What follows belongs to an exercise in optimizing a design on an open flow for small area, a short achievable clock period and few clock cycles; a production flow would make more cautious choices.
Only simulation tests tie the RTL to the original design; equivalence was not proved.
Power is estimated from default activity; no workload was simulated.

## design/flow/config.mk

```make
export PLATFORM = sky130hd
export DESIGN_NAME = fm_add_top
export DESIGN_NICKNAME = fm_add_top
export VERILOG_FILES = /design/flow/design.v
export SDC_FILE = /design/flow/constraint.sdc
export NUM_CORES = 4
export LEC_CHECK = 0
export CAP_MARGIN = 20
export CORE_MARGIN = 2
export CORE_UTILIZATION = 60
export CTS_CLUSTER_DIAMETER = 70
export CTS_CLUSTER_SIZE = 30
export PLACE_DENSITY = 0.7
export SETUP_SLACK_MARGIN = 2.0
export SLEW_MARGIN = 20
export SYNTH_HIERARCHICAL = 1
```

## design/flow/run.sh

```bash
#!/bin/bash
# synth_recipe.tcl (not shown) runs the flow's synth.tcl, then flattens the netlist and writes it again
# the make line also repeats each setting of config.mk as NAME=value (left out here)
make -C /OpenROAD-flow-scripts/flow DESIGN_CONFIG=/design/flow/config.mk WORK_HOME=/design/flow/orfs CLKGATE_MAP_FILE= SYNTH_SCRIPT=/design/flow/synth_recipe.tcl finish
```

## design/flow/constraint.sdc

```tcl
create_clock -name core_clock -period 5.0 [get_ports {clk}]
set_input_delay 1.0000 -clock core_clock [delete_from_list [all_inputs] [get_ports {clk}]]
set_output_delay 1.0000 -clock core_clock [all_outputs]
set_load 0.01 [all_outputs]
```

## design/flow/design.v

```verilog
`timescale 1ps/1ps
module fm_add_top #(
    parameter QADD_WIDTH = 64,
    parameter QADD_Q = 15,
    parameter BRAM_DDR_RATIO = 4,
    parameter FM_COL = 8,
    parameter FM_ROW = 4,
    parameter BRAM_DATA_WIDTH = QADD_WIDTH * BRAM_DDR_RATIO,
    parameter BRAM_DEPTH = FM_COL * FM_ROW / BRAM_DDR_RATIO,
    parameter BRAM_ADDR_WIDTH = $clog2(BRAM_DEPTH)
)
(
    input clk,
    input rst,
    input ld_en,
    input ld_sel,
    input [BRAM_ADDR_WIDTH - 1 : 0] ld_addr,
    input [BRAM_DATA_WIDTH - 1 : 0] ld_data,
    input rd_en,
    input [BRAM_ADDR_WIDTH - 1 : 0] rd_addr,
    output [BRAM_DATA_WIDTH - 1 : 0] rd_data,
    input start,
    input [BRAM_ADDR_WIDTH - 1 : 0] bram0_begin_addr,
    input [BRAM_ADDR_WIDTH - 1 : 0] bram1_begin_addr,
    input [BRAM_ADDR_WIDTH : 0] max,
    output done
);
localparam W = BRAM_DATA_WIDTH;
localparam L = QADD_WIDTH;
localparam NL = BRAM_DDR_RATIO;
localparam BLK = 4;                  
localparam NB = W / BLK;
function [3:0] oh4(input [1:0] v);
    oh4 = 4'b0001 << v;
endfunction
function [7:0] oh8(input [2:0] v);
    oh8 = 8'b00000001 << v;
endfunction
reg busy_q;
reg idle_q;
reg done_q;
reg [3:0] wrem_q;           
reg [3:0] px_q, py_q;       
reg [7:0] qx_q, qy_q;       
reg b0odd_q;                
reg [3:0] wx_q, wy_q;       
reg [3:0] lx_q, ly_q;       
assign done = done_q;
wire st = start & idle_q;
wire ld0 = ld_en & ~ld_sel;
wire ldc = idle_q & ld0;                  
wire rdc = idle_q & rd_en;                
wire [2:0] b0 = bram0_begin_addr;
wire [2:0] b1 = bram1_begin_addr;
wire [3:0] sky = oh4(b0[2:1]);
wire [3:0] skx = b0[0] ? {sky[2:0], sky[3]} : sky;
wire [7:0] sq1 = oh8(b1);
wire [7:0] sq2 = {sq1[6:0], sq1[7]};
wire [7:0] sqx = b0[0] ? sq2 : sq1;
wire [7:0] sqy = b0[0] ? sq1 : sq2;
wire bvx = b0odd_q ? (wrem_q >= 4'd2) : (wrem_q != 4'd0);
wire bvy = b0odd_q ? (wrem_q != 4'd0) : (wrem_q >= 4'd2);
wire [3:0] rdoh = oh4(rd_addr[2:1]);
wire [3:0] iex = ({4{st}} & skx) | ({4{rdc}} & rdoh);
wire [3:0] ioy = ({4{st}} & sky) | ({4{rdc}} & rdoh);
wire [3:0] sex = px_q | (iex & ~lx_q);
wire [3:0] soy = py_q | (ioy & ~ly_q);
wire fxx = |(iex & lx_q);
wire fyy = |(ioy & ly_q);
wire [7:0] sbx = qx_q | ({8{st}} & sqx);
wire [7:0] sby = qy_q | ({8{st}} & sqy);
wire busy_n = ~rst & (st | (busy_q & ~done_q));
always @(posedge clk) begin
    busy_q <= busy_n;
    idle_q <= ~busy_n;
    if (rst) begin
        wrem_q <= 4'd0;
        done_q <= 1'b0;
    end else if (st) begin
        wrem_q <= (max >= 4'd2) ? max - 4'd2 : 4'd0;
        done_q <= 1'b0;
    end else if (busy_q) begin
        wrem_q <= (wrem_q >= 4'd2) ? wrem_q - 4'd2 : 4'd0;
        done_q <= ~done_q & (wrem_q <= 4'd2);
    end else begin
        done_q <= 1'b0;
    end
end
wire [3:0] px_n = st ? skx : px_q;
wire [3:0] py_n = st ? sky : py_q;
wire [7:0] qx_n = st ? sqx : qx_q;
wire [7:0] qy_n = st ? sqy : qy_q;
wire [3:0] ldoh = {4{ldc}} & oh4(ld_addr[2:1]);
always @(posedge clk) begin
    px_q <= {4{busy_n}} & {px_n[2:0], px_n[3]};
    py_q <= {4{busy_n}} & {py_n[2:0], py_n[3]};
    qx_q <= {8{busy_n}} & {qx_n[5:0], qx_n[7:6]};
    qy_q <= {8{busy_n}} & {qy_n[5:0], qy_n[7:6]};
    if (st)
        b0odd_q <= b0[0];
    lx_q <= {4{~ld_addr[0]}} & ldoh;
    ly_q <= {4{ld_addr[0]}} & ldoh;
    wx_q <= ({4{~rst & st}} & skx) | ({4{~rst & bvx}} & px_q) | ({4{~ld_addr[0]}} & ldoh);
    wy_q <= ({4{~rst & st}} & sky) | ({4{~rst & bvy}} & py_q) | ({4{ld_addr[0]}} & ldoh);
end
wire [W-1:0] m0 [0:7];
wire [W-1:0] m1 [0:7];
reg [W-1:0] xs0, ys0;
reg [NB-1:0] xg, xp, yg, yp;
reg [W-1:0] rq;
wire [W-1:0] sumx, sumy;
genvar j;
generate
    for (j = 0; j < NL; j = j + 1) begin : lane1
        add_s1 ax (
            .s0(xs0[j*L +: L]), .gb(xg[j*L/BLK +: L/BLK]), .pb(xp[j*L/BLK +: L/BLK]),
            .s(sumx[j*L +: L]));
        add_s1 ay (
            .s0(ys0[j*L +: L]), .gb(yg[j*L/BLK +: L/BLK]), .pb(yp[j*L/BLK +: L/BLK]),
            .s(sumy[j*L +: L]));
    end
endgenerate
generate
    for (j = 0; j < 8; j = j + 1) begin : word
        reg [W-1:0] a;
        reg [W-1:0] b;
        wire op_here = (j % 2 == 0) ? wx_q[j / 2] : wy_q[j / 2];
        always @(posedge clk) begin
            if (op_here)
                a <= (j % 2 == 0) ? sumx : sumy;
        end
        always @(posedge clk) begin
            if (ld_en & ld_sel & (ld_addr == j))
                b <= ld_data;
        end
        assign m0[j] = a;
        assign m1[j] = b;
    end
endgenerate
wire [W-1:0] ax, ay, bx, by;
genvar n;
generate
    for (n = 0; n < W; n = n + 1) begin : mx
        ao6 uax (.s({ldc, fxx, sex}),
                 .d({ld_data[n], xs0[n], m0[6][n], m0[4][n], m0[2][n], m0[0][n]}), .y(ax[n]));
        ao6 uay (.s({ldc, fyy, soy}),
                 .d({ld_data[n], ys0[n], m0[7][n], m0[5][n], m0[3][n], m0[1][n]}), .y(ay[n]));
        ao8 ubx (.s(sbx),
                 .d({m1[7][n], m1[6][n], m1[5][n], m1[4][n], m1[3][n], m1[2][n], m1[1][n], m1[0][n]}),
                 .y(bx[n]));
        ao8 uby (.s(sby),
                 .d({m1[7][n], m1[6][n], m1[5][n], m1[4][n], m1[3][n], m1[2][n], m1[1][n], m1[0][n]}),
                 .y(by[n]));
    end
endgenerate
wire [W-1:0] xs0_d, ys0_d;
wire [NB-1:0] xg_d, xp_d, yg_d, yp_d;
add_s0 bx0 (.a(ax), .b(bx), .s0(xs0_d), .gb(xg_d), .pb(xp_d));
add_s0 by0 (.a(ay), .b(by), .s0(ys0_d), .gb(yg_d), .pb(yp_d));
always @(posedge clk) begin
    xs0 <= xs0_d;
    ys0 <= ys0_d;
    xg <= xg_d;
    xp <= xp_d;
    yg <= yg_d;
    yp <= yp_d;
    rq <= rd_addr[0] ? ay : ax;
end
assign rd_data = rq;
endmodule
module ao6 (
    input [5:0] s,
    input [5:0] d,
    output y
);
    assign y = |(s & d);
endmodule
module ao8 (
    input [7:0] s,
    input [7:0] d,
    output y
);
    assign y = |(s & d);
endmodule
module add_s0 #(parameter N = 256) (
    input [N-1:0] a,
    input [N-1:0] b,
    output [N-1:0] s0,
    output [N/4-1:0] gb,
    output [N/4-1:0] pb
);
    wire [N-1:0] p, g;
    pg_w #(.N(N)) u_pg (.a(a), .b(b), .p(p), .g(g));
    genvar k;
    generate
        for (k = 0; k < N / 4; k = k + 1) begin : blk
            cla4 u (.p(p[4*k +: 4]), .g(g[4*k +: 4]), .s(s0[4*k +: 4]), .gb(gb[k]), .pb(pb[k]));
        end
    endgenerate
endmodule
module pg_w #(parameter N = 256) (
    input [N-1:0] a,
    input [N-1:0] b,
    output [N-1:0] p,
    output [N-1:0] g
);
    assign p = a ^ b;
    assign g = a & b;
endmodule
module cla4 (
    input [3:0] p,
    input [3:0] g,
    output [3:0] s,
    output gb,
    output pb
);
    wire c1 = g[0];
    wire c2 = g[1] | (p[1] & g[0]);
    wire c3 = g[2] | (p[2] & g[1]) | (p[2] & p[1] & g[0]);
    assign gb = g[3] | (p[3] & g[2]) | (p[3] & p[2] & g[1]) | (p[3] & p[2] & p[1] & g[0]);
    assign pb = &p;
    assign s = p ^ {c3, c2, c1, 1'b0};
endmodule
module add_s1 (
    input [63:0] s0,
    input [15:0] gb,
    input [15:0] pb,
    output [63:0] s
);
    wire [15:0] g [0:4];
    wire [15:0] p [0:4];
    assign g[0] = gb;
    assign p[0] = pb;
    genvar l, i, k;
    generate
        for (l = 0; l < 4; l = l + 1) begin : lv
            for (i = 0; i < 16; i = i + 1) begin : bt
                if (i >= (1 << l)) begin : n
                    pfx_g ug (.gh(g[l][i]), .ph(p[l][i]), .gl(g[l][i - (1 << l)]), .go(g[l+1][i]));
                    if (l < 3 && i >= (2 << l)) begin : np
                        pfx_p up (.ph(p[l][i]), .pl(p[l][i - (1 << l)]), .po(p[l+1][i]));
                    end else begin : nn
                        assign p[l+1][i] = 1'b0;
                    end
                end else begin : c
                    assign g[l+1][i] = g[l][i];
                    assign p[l+1][i] = p[l][i];
                end
            end
        end
        for (k = 0; k < 16; k = k + 1) begin : blk
            if (k == 0) begin : z
                assign s[3:0] = s0[3:0];
            end else begin : nz
                inc4 u (.s0(s0[4*k +: 4]), .cin(g[4][k-1]), .s(s[4*k +: 4]));
            end
        end
    endgenerate
endmodule
module pfx_g (
    input gh,
    input ph,
    input gl,
    output go
);
    assign go = gh | (ph & gl);
endmodule
module pfx_p (
    input ph,
    input pl,
    output po
);
    assign po = ph & pl;
endmodule
module inc4 (
    input [3:0] s0,
    input cin,
    output [3:0] s
);
    wire [3:0] s1 = {s0[3] ^ (s0[0] & s0[1] & s0[2]), s0[2] ^ (s0[0] & s0[1]), s0[1] ^ s0[0], ~s0[0]};
    assign s = cin ? s1 : s0;
endmodule
```

==> impl_results.md, run 1 <==
* Status: timing/DRC/antenna clean
* Ys Warns at 8
* Clock Root Buffer: clkbuf_16
* Vias at 145436
* H-tree depth at 4
* First-pass GRT wire length at around 1000 mm
* Max VDD drop at 0.403 mV
* Mean Syn Cell Area at ~15 um^2
* I/O pin count at 535
* Fin nets at around 16000
* Tmin final at 3.08 ns
* Slew margin rel. at between 10% and 20%
* Worst Setup Start Kind: flip-flop
* TritonRoute pass-1 iters at 9
* Standard-cell rows at roughly 220
* Max stage delay on crit path at 0.40 ns
* DR vias/cell at roughly 7.4
* Total CTS buffers at 237
* Largest net degree at the start of global routing at 122
* Port Buffers at ~530
* Storage cell area at approximately 140000 um^2
* Share of cells above drive strength 1 at about 15%
* Worst path cell trace: nand2_8 > buf_4 > bufbuf_16 > o21bai_4 > buf_4 > buf_12 > a22oi_1 > nand4_1 > ha_1 > ha_1 > nor2_1 > xnor2_1
* RSZ-0062 raised after global routing: yes
* Final WL at about 730 mm
* CTS Hold Buffers Added at 0
* Critical Path Start: idle_q$_DFF_P_
* CP Max Fanout at a little over 60
* Hold Path Class: input port to flip-flop
* Syn nets at roughly 15000
* Total track usage at approximately two fifths
* HPWL after DPL at 445 mm
* Synth Instances at between 10000 and 15000
* Crit-path leading delay family: buffers and inverters
* DRT iter0 DRCs at 24202
* Fmax at 324 MHz
* Data arrival, critical path at slightly above 4 ns
* # clock sinks at slightly above 5000
* Fillers at between 20000 and 25000
* Pre-CTS setup slack at between 0.1 and 0.15 ns
* Drt wl/cell at around 37 um
* Core Region at around 350000 um^2
* Longest Clk Path Bufs at 4
* Mapped Area at roughly 210000 um^2
* CP Capture Type: flip-flop
* Post-DRT Antenna Nets at 0
* Clock latency on the worst-skew pair at between 1 and 1.5 ns
* Die W at a little under 600 um
* Post-route cell area at 241000 um^2
* DRC errors left at 0
* Pins over their slew limit at 0
* Actual slew at the worst max-slew pin at 1.31 ns
* Crit-path slowest cell: dfxtp_4
* Total negative slack at 0 ns
* Max cap viols at 0
* Area after DPL at approximately 230000 um^2
* Final Hold Viols at 0
* Die H at a little under 600 um
* Final setup violation count at 0
* GP Congestion at roughly 0.96
* Area of the multi-input gates at 66800 um^2
* Total power at 105 mW
* Vias in the first global route at 140237
* Final Skew at 0.0553 ns
* TritonCTS clock tree: yes
* Clk slew on worst S/H paths at about 0.11 ns
* Gr ovfl total at 0
* DIE AREA at 354000 um^2
* Pwr dens at 436 nW/um^2
* Worst Hold Slack at roughly 0.39 ns
* Leakage power at roughly 85 nW
* Final Cycle Share at between 60% and 70%
* Initial Util at 60.4%
* Worst hold start: bram0_begin_addr[0]
* Critical path required time at a little under 6 ns
* Setup ws final at between 1.5 and 2 ns
* WP buf/inv at 4
* Area Overhead vs Synth at 15.1%
* Critical path class: flip-flop to flip-flop
* Initial antenna violation count at 99
* Reg-to-Reg Start: idle_q$_DFF_P_
* Reg-to-reg slack, setup at between 1.5 and 2 ns
==> cell type report <==
cell class / instances / share of cell area (%)
diodes: 60 / 0.0623
clock buffers: 284 / 2.63
clock inverters: 161 / 0.805
inverters: 11 / 0.0171
multi-input cells: 8161 / 27.7
flip-flops and latches: 5144 / 59.8
well taps: 4578 / 2.38
repair buffers: 1216 / 6.56
==> power by group <==
| part | internal [mW] | total [mW] | switching (mW) |
|---|---|---|---|
| Sequential | 54.0 | 57.5 | 3.49 |
| Clock | 10.2 | 24.8 | 14.6 |
| Combinational | 9.06 | 22.7 | 13.7 |
| Total | 73.2 | 105 | 31.8 |
==> state kept, by name (all words and copies together) (netlist names), 8 cells and up <==
name,cells
qx_q,8
qy_q,8
rq,256
word.a,2048
word.b,2048
xg,60
xp,56
xs0,256
yg,60
yp,56
ys0,256
==> metrics by stage <==
| stage | util, % | cells |
|---|---|---|
| 2_1_floorplan | - | 13520 |
| 3_3_place_gp | 65.3 | 18927 |
| 3_5_place_dp | 65.3 | 18928 |
| 4_1_cts | 68.2 | 19450 |
| 5_1_grt | 69.5 | 19586 |
| 6_report | 69.5 | 19615 |
==> what timing repair did <==
action / 4_1_cts / 5_1_grt
pin swaps: 17 / 181
setup buffers: 48 / 76
endpoints found under the setup margin: 1117 / 610
gates cloned: 29 / 29
gates resized for setup: 223 / 446
==> metal layers <==
layer  vias to the layer above  global-route usage (%)  routed length, um
met5                         -                       0                258
met4                        44                    17.8              40100
met3                      1996                    9.53             104000
met2                     11441                    59.0             320000
met1                     73024                    54.4             266000
li1                      58931                       -                  -
==> worst reg2reg max path, cell delays in order (launching register included) <==
cell,delay [ns]
dfxtp_4,0.40
nand2_8,0.08
buf_4,0.14
bufbuf_16,0.30
o21bai_4,0.09
buf_4,0.15
buf_12,0.16
a22oi_1,0.66
nand4_1,0.24
ha_1,0.37
ha_1,0.20
nor2_1,0.11
xnor2_1,0.14
==> worst paths after layout <==
| check | end | depth (start not counted) |
|---|---|---|
| max | ys0[206]$_DFF_P_ | 12 |
| min | b0odd_q$_DFFE_PN_ | 1 |
| max reg2reg | ys0[206]$_DFF_P_ | 12 |
| min reg2reg | qx_q[0]$_DFF_P_ | 2 |
==> cell usage in the layout (no fill, tap or decap), types with 11 or more instances in the layout <==
cell and count:
inv_8 21, clkinv_4 17, and2_1 248, nand4_1 514, a21oi_1 146, clkinv_8 25
inv_16 11, and4_2 108, a22oi_2 114, diode_2 60, nand3_2 63, clkdlybuf4s50_1 465
mux2_2 496, buf_6 33, clkinv_2 15, dfxtp_4 28, inv_6 36, clkbuf_8 12
dfxtp_1 986, nor2_2 23, bufbuf_16 17, nand2_1 254, ha_1 742, nor2_1 146
edfxtp_1 4097, dlygate4sd2_1 56, clkbuf_1 30, xnor2_1 248, a21o_1 476, buf_12 248
dfxtp_2 33, buf_4 290, xor2_1 246, clkbuf_16 267, nand3_1 585, buf_16 65
ha_2 19, a22oi_1 3479, ha_4 121
Testbench counts, summed over its fixed seeds: cycles 15,244.
==> inputs of run 2 (changes only) <==
--- a/design/flow/design.v
+++ b/design/flow/design.v
@@ -45,30 +45,26 @@
 reg b0odd_q;                
 reg [3:0] wx_q, wy_q;       
 reg [3:0] lx_q, ly_q;       
+reg [3:0] gx_q, gy_q;       
 assign done = done_q;
 wire st = start & idle_q;
 wire ld0 = ld_en & ~ld_sel;
 wire ldc = idle_q & ld0;                  
 wire rdc = idle_q & rd_en;                
-wire [2:0] b0 = bram0_begin_addr;
-wire [2:0] b1 = bram1_begin_addr;
-wire [3:0] sky = oh4(b0[2:1]);
-wire [3:0] skx = b0[0] ? {sky[2:0], sky[3]} : sky;
-wire [7:0] sq1 = oh8(b1);
-wire [7:0] sq2 = {sq1[6:0], sq1[7]};
-wire [7:0] sqx = b0[0] ? sq2 : sq1;
-wire [7:0] sqy = b0[0] ? sq1 : sq2;
 wire bvx = b0odd_q ? (wrem_q >= 4'd2) : (wrem_q != 4'd0);
 wire bvy = b0odd_q ? (wrem_q != 4'd0) : (wrem_q >= 4'd2);
-wire [3:0] rdoh = oh4(rd_addr[2:1]);
-wire [3:0] iex = ({4{st}} & skx) | ({4{rdc}} & rdoh);
-wire [3:0] ioy = ({4{st}} & sky) | ({4{rdc}} & rdoh);
-wire [3:0] sex = px_q | (iex & ~lx_q);
-wire [3:0] soy = py_q | (ioy & ~ly_q);
-wire fxx = |(iex & lx_q);
-wire fyy = |(ioy & ly_q);
-wire [7:0] sbx = qx_q | ({8{st}} & sqx);
-wire [7:0] sby = qy_q | ({8{st}} & sqy);
+wire [3:0] skx, sky;
+wire [7:0] sqx, sqy;
+wire [3:0] sex, soy;
+wire [7:0] sbx, sby;
+wire fxx, fyy;
+selgen u_sel (
+    .start(start), .rd_en(rd_en), .idle(idle_q),
+    .b0(bram0_begin_addr), .b1(bram1_begin_addr), .ra(rd_addr[2:1]),
+    .px(px_q), .py(py_q), .qx(qx_q), .qy(qy_q),
+    .gx(gx_q), .gy(gy_q), .lx(lx_q), .ly(ly_q),
+    .skx(skx), .sky(sky), .sqx(sqx), .sqy(sqy),
+    .sex(sex), .soy(soy), .sbx(sbx), .sby(sby), .fxx(fxx), .fyy(fyy));
 wire busy_n = ~rst & (st | (busy_q & ~done_q));
 always @(posedge clk) begin
     busy_q <= busy_n;
@@ -97,9 +93,11 @@
     qx_q <= {8{busy_n}} & {qx_n[5:0], qx_n[7:6]};
     qy_q <= {8{busy_n}} & {qy_n[5:0], qy_n[7:6]};
     if (st)
-        b0odd_q <= b0[0];
+        b0odd_q <= bram0_begin_addr[0];
     lx_q <= {4{~ld_addr[0]}} & ldoh;
     ly_q <= {4{ld_addr[0]}} & ldoh;
+    gx_q <= {4{~busy_n}} & ~({4{~ld_addr[0]}} & ldoh);
+    gy_q <= {4{~busy_n}} & ~({4{ld_addr[0]}} & ldoh);
     wx_q <= ({4{~rst & st}} & skx) | ({4{~rst & bvx}} & px_q) | ({4{~ld_addr[0]}} & ldoh);
     wy_q <= ({4{~rst & st}} & sky) | ({4{~rst & bvy}} & py_q) | ({4{ld_addr[0]}} & ldoh);
 end
@@ -168,6 +166,48 @@
 end
 assign rd_data = rq;
 endmodule
+module selgen (
+    input start,
+    input rd_en,
+    input idle,
+    input [2:0] b0,
+    input [2:0] b1,
+    input [1:0] ra,
+    input [3:0] px,
+    input [3:0] py,
+    input [7:0] qx,
+    input [7:0] qy,
+    input [3:0] gx,
+    input [3:0] gy,
+    input [3:0] lx,
+    input [3:0] ly,
+    output [3:0] skx,
+    output [3:0] sky,
+    output [7:0] sqx,
+    output [7:0] sqy,
+    output [3:0] sex,
+    output [3:0] soy,
+    output [7:0] sbx,
+    output [7:0] sby,
+    output fxx,
+    output fyy
+);
+    assign sky = 4'b0001 << b0[2:1];
+    assign skx = b0[0] ? {sky[2:0], sky[3]} : sky;
+    wire [7:0] sq1 = 8'b00000001 << b1;
+    wire [7:0] sq2 = {sq1[6:0], sq1[7]};
+    assign sqx = b0[0] ? sq2 : sq1;
+    assign sqy = b0[0] ? sq1 : sq2;
+    wire [3:0] rdoh = 4'b0001 << ra;
+    wire [3:0] iex = ({4{start}} & skx) | ({4{rd_en}} & rdoh);
+    wire [3:0] ioy = ({4{start}} & sky) | ({4{rd_en}} & rdoh);
+    assign sex = px | (gx & iex);
+    assign soy = py | (gy & ioy);
+    assign sbx = qx | ({8{start & idle}} & sqx);
+    assign sby = qy | ({8{start & idle}} & sqy);
+    assign fxx = |(iex & lx);
+    assign fyy = |(ioy & ly);
+endmodule
 module ao6 (
     input [5:0] s,
     input [5:0] d,
==> run 2 against run 1 <==
  * Still clean on timing, DRC and antenna
  * Combinational power down 9.7%
  * Synthesized cell count rose by 0.31%
  * Sequential share of layout area is 0.20 points higher
==> impl_results.md, run 2 <==
* Sequential share of power at 55.6% (+0.9 points)
* Post-DRT Antenna Nets at 0 (unchanged)
* Actual slew at the worst max-slew pin at 1.04 ns (-0.269 ns)
* Gr ovfl total at 0 (unchanged)
* CP Capture Type: flip-flop
* TritonRoute pass-1 iters at 7 (-2)
* Longest Clk Path Bufs at 4 (unchanged)
* RSZ-0062 raised after global routing: yes
* Logic pwr share at 20.1% (-1.5 points)
* Ys Warns at 8 (unchanged)
* Share of cells above drive strength 1 at 14.1% (-0.51 points)
* Max cap viols at 0 (unchanged)
* Mapped Area at 210000 um^2 (+0.20%)
* Critical path required time at 5.66 ns (-0.29 ns)
* Core Region at 349000 um^2 (+0.54%)
* Fin nets at 16016 (+0.53%)
* Area after DPL at 227000 um^2 (+0.26%)
* Post-route cell area at 240000 um^2 (-0.23%)
* Clock Power Share at 24.3% (+0.7 points)
* Final Hold Viols at 0 (unchanged)
* H-tree depth at 4 (unchanged)
* Vias in the first global route at 140841 (+0.43%)
* Port Buffers at 534 (unchanged)
* Die W at 595 um (about the same)
* Synth Instances at 13562 (+0.31%)
* Status: timing/DRC/antenna clean
* Vias at 144984 (-0.31%)
* Total track usage at 39.4% (+0.15 points)
* Syn nets at 14722 (+0.29%)
* Most frequent cells in the layout: edfxtp_1, a22oi_1, dfxtp_1
* Drt wl/cell at 36.5 um (-1.7%)
* Largest net degree at the start of global routing at 93 (-24%)
* Max VDD drop at 0.393 mV (-2.4%)
* CP Max Fanout at 30 (-52%)
* Initial antenna violation count at 106 (+7.1%)
* Pre-CTS setup slack at 0.274 ns (+0.140 ns)
* DIE AREA at 354000 um^2 (+0.19%)
* Final Cycle Share at 60.3% (-1.4 points)
* First-pass GRT wire length at 1010 mm (+0.30%)
* Die H at 595 um (about the same)
* Reg-to-reg slack, setup at 1.99 ns (+0.07 ns)
* Clk slew on worst S/H paths at 0.10 ns (about the same)
* Mean Syn Cell Area at 15.5 um^2 (-0.11%)
* Worst path cell trace: clkdlybuf4s50_1 > nand3b_1 > nor2_4 > buf_12 > buf_4
* # clock sinks at 5152 (+0.16%)
* Top Registers: word.a x2048, word.b x2048
* Pwr dens at 425 nW/um^2 (-2.5%)
* Clock latency on the worst-skew pair at 1.03 ns (about the same)
* Total CTS buffers at 237 (unchanged)
* DRT iter0 DRCs at 24041 (-0.67%)
* Layout Utilization at 69.0% (-0.53 points)
* Max stage delay on crit path at 0.64 ns (+0.24 ns)
* Final setup violation count at 0 (unchanged)
* Hold Path Class: input port to flip-flop
* Initial Util at 60.1% (-0.21 points)
* Clock Root Buffer: clkbuf_16
* Worst Setup Start Kind: input port
* Crit-path slowest cell: clkdlybuf4s50_1
* Power Internal at 72.0 mW (-1.7%)
* Sw Pwr at 30.2 mW (-5.2%)
* Pins over their slew limit at 0 (unchanged)
* Fillers at 23308 (+1.9%)
* CTS Hold Buffers Added at 0 (unchanged)
* Fmax at 332 MHz (+2.3%)
* DRC errors left at 0 (unchanged)
* Storage cell area at 144000 um^2 (+0.11%)
* HPWL after DPL at 451 mm (+1.3%)
* Standard-cell rows at 217 (+0.46%)
* Area Overhead vs Synth at 14.7%
* Critical path class: input port to flip-flop
* DR vias/cell at 7.35 (-0.89%)
* Final Skew at 0.0595 ns (+0.00417 ns)
* Sw Ratio at 29.5% (-0.75 points)
* Area of the multi-input gates at 66500 um^2 (-0.46%)
* Data arrival, critical path at 3.67 ns (-0.36 ns)
* Leakage power at 85.2 nW (+0.44%)
* Final WL at 721 mm (-1.2%)
* I/O pin count at 535 (unchanged)
* Most common cell after layout, fill and taps aside: edfxtp_1
* Slew margin rel. at 30.7% (+18 points)
* Tmin final at 3.01 ns (-0.0678 ns)
* GP Congestion at 0.939 (-1.7%)
* Setup ws final at 1.99 ns (+0.0678 ns)
* TritonCTS clock tree: yes
## run 2: critical path: cells and delay by family
family                 cells  cell delay, ns
buffers and inverters      3            1.45
AND/OR/NAND/NOR            2            1.11
## run 2: repair_timing
| action | CTS | global route |
|---|---|---|
| gates cloned | 33 | 8 |
| endpoints found under the setup margin | 981 | 435 |
| gates resized for setup | 276 | 243 |
| buffers inserted | 83 | 41 |
| pin swaps | 88 | 96 |
## run 2: routing by layer
| layer | track usage, % | routed length (um) | vias to the layer above |
|---|---|---|---|
| met5 | 0 | 424 | - |
| met4 | 18.8 | 39300 | 68 |
| met3 | 9.35 | 95900 | 1945 |
| met2 | 60.1 | 322000 | 11090 |
| met1 | 53.6 | 264000 | 72729 |
| li1 | - | - | 59152 |
## run 2: layout make-up
| type | instances | area share (%) |
|---|---|---|
| tap | 4599 | 2.39 |
| multi-input combinational | 8195 | 27.7 |
| timing repair buffer | 1262 | 6.39 |
| clock buffer | 301 | 2.70 |
| inverter | 8 | 0.0125 |
| sequential | 5152 | 60.0 |
| clock inverter | 142 | 0.747 |
| antenna | 71 | 0.0739 |
## run 2: power groups by stage
| stage | clock network (mW) | registers [mW] | logic, mW |
|---|---|---|---|
| floorplan | 0 | 56.8 | 11.8 |
| global placement | 0 | 57.4 | 18.3 |
| detailed placement | 0 | 57.6 | 19.0 |
| CTS | 24.8 | 56.6 | 19.5 |
| global route | 26.2 | 57.1 | 21.9 |
| finish | 24.8 | 56.8 | 20.5 |
## run 2: worst paths after layout
| kind | from | to | cells past startpoint |
|---|---|---|---|
| min reg2reg | qy_q[2]$_DFF_P_ | qy_q[4]$_DFF_P_ | 2 |
| min | bram0_begin_addr[2] | px_q[2]$_DFF_P_ | 4 |
| max | ld_addr[2] | word[3].b[34]$_DFFE_PP_ | 5 |
| max reg2reg | yg[32]$_DFF_P_ | word[3].a[190]$_DFFE_PP_ | 4 |
## run 2: through the flow
step / TNS, ns / power, mW / std cells / hold WS [ns]
CTS: 0 / 101 / 19610 / 0.369
detailed placement: 0 / 76.5 / 19051 / 0.455
floorplan: -8066.83 / 68.6 / 13562 / 0.428
finish: 0 / 102 / 19730 / 0.423
global route: 0 / 105 / 19702 / 0.428
global placement: 0 / 75.7 / 19051 / 0.448
Testbench counts of run 2, summed over its fixed seeds: cycles 15,244.

what the ideal ports hide:
In the flow no input, the clock included, has a driving cell. The finished layouts below were timed again as built, in two steps.
Step 1 (the two cells are an assumption about what drives the block):
set clk [get_ports {clk}]
set_driving_cell -lib_cell sky130_fd_sc_hd__clkbuf_16 $clk
set_driving_cell -lib_cell sky130_fd_sc_hd__buf_2 [delete_from_list [all_inputs] $clk]
Step 2 moves the port delays by t, midway between the first and last clock arrival at a register: inputs arrive t later, outputs are due t later. That takes back most of the time a late clock gives input paths.
a / b / c = ideal / step 1 / step 2; a / b = the first two.
run	shift t [ns]	setup WS [ns]	latest minus earliest clock arrival (ns)	slew at the worst register clock pin (ns)	pins driven straight from the clock port
run 1	1.134	1.918 / 1.878 / 0.781	0.056 / 0.056	0.12 / 0.12	1
run 2	1.123	1.986 / 1.914 / 0.825	0.072 / 0.071	0.12 / 0.12	1
After both steps setup and hold are still met in every run listed. For run 2, which loses most, drivers alone change the setup slack by -0.072 ns; drivers and shift together by -1.161 ns.
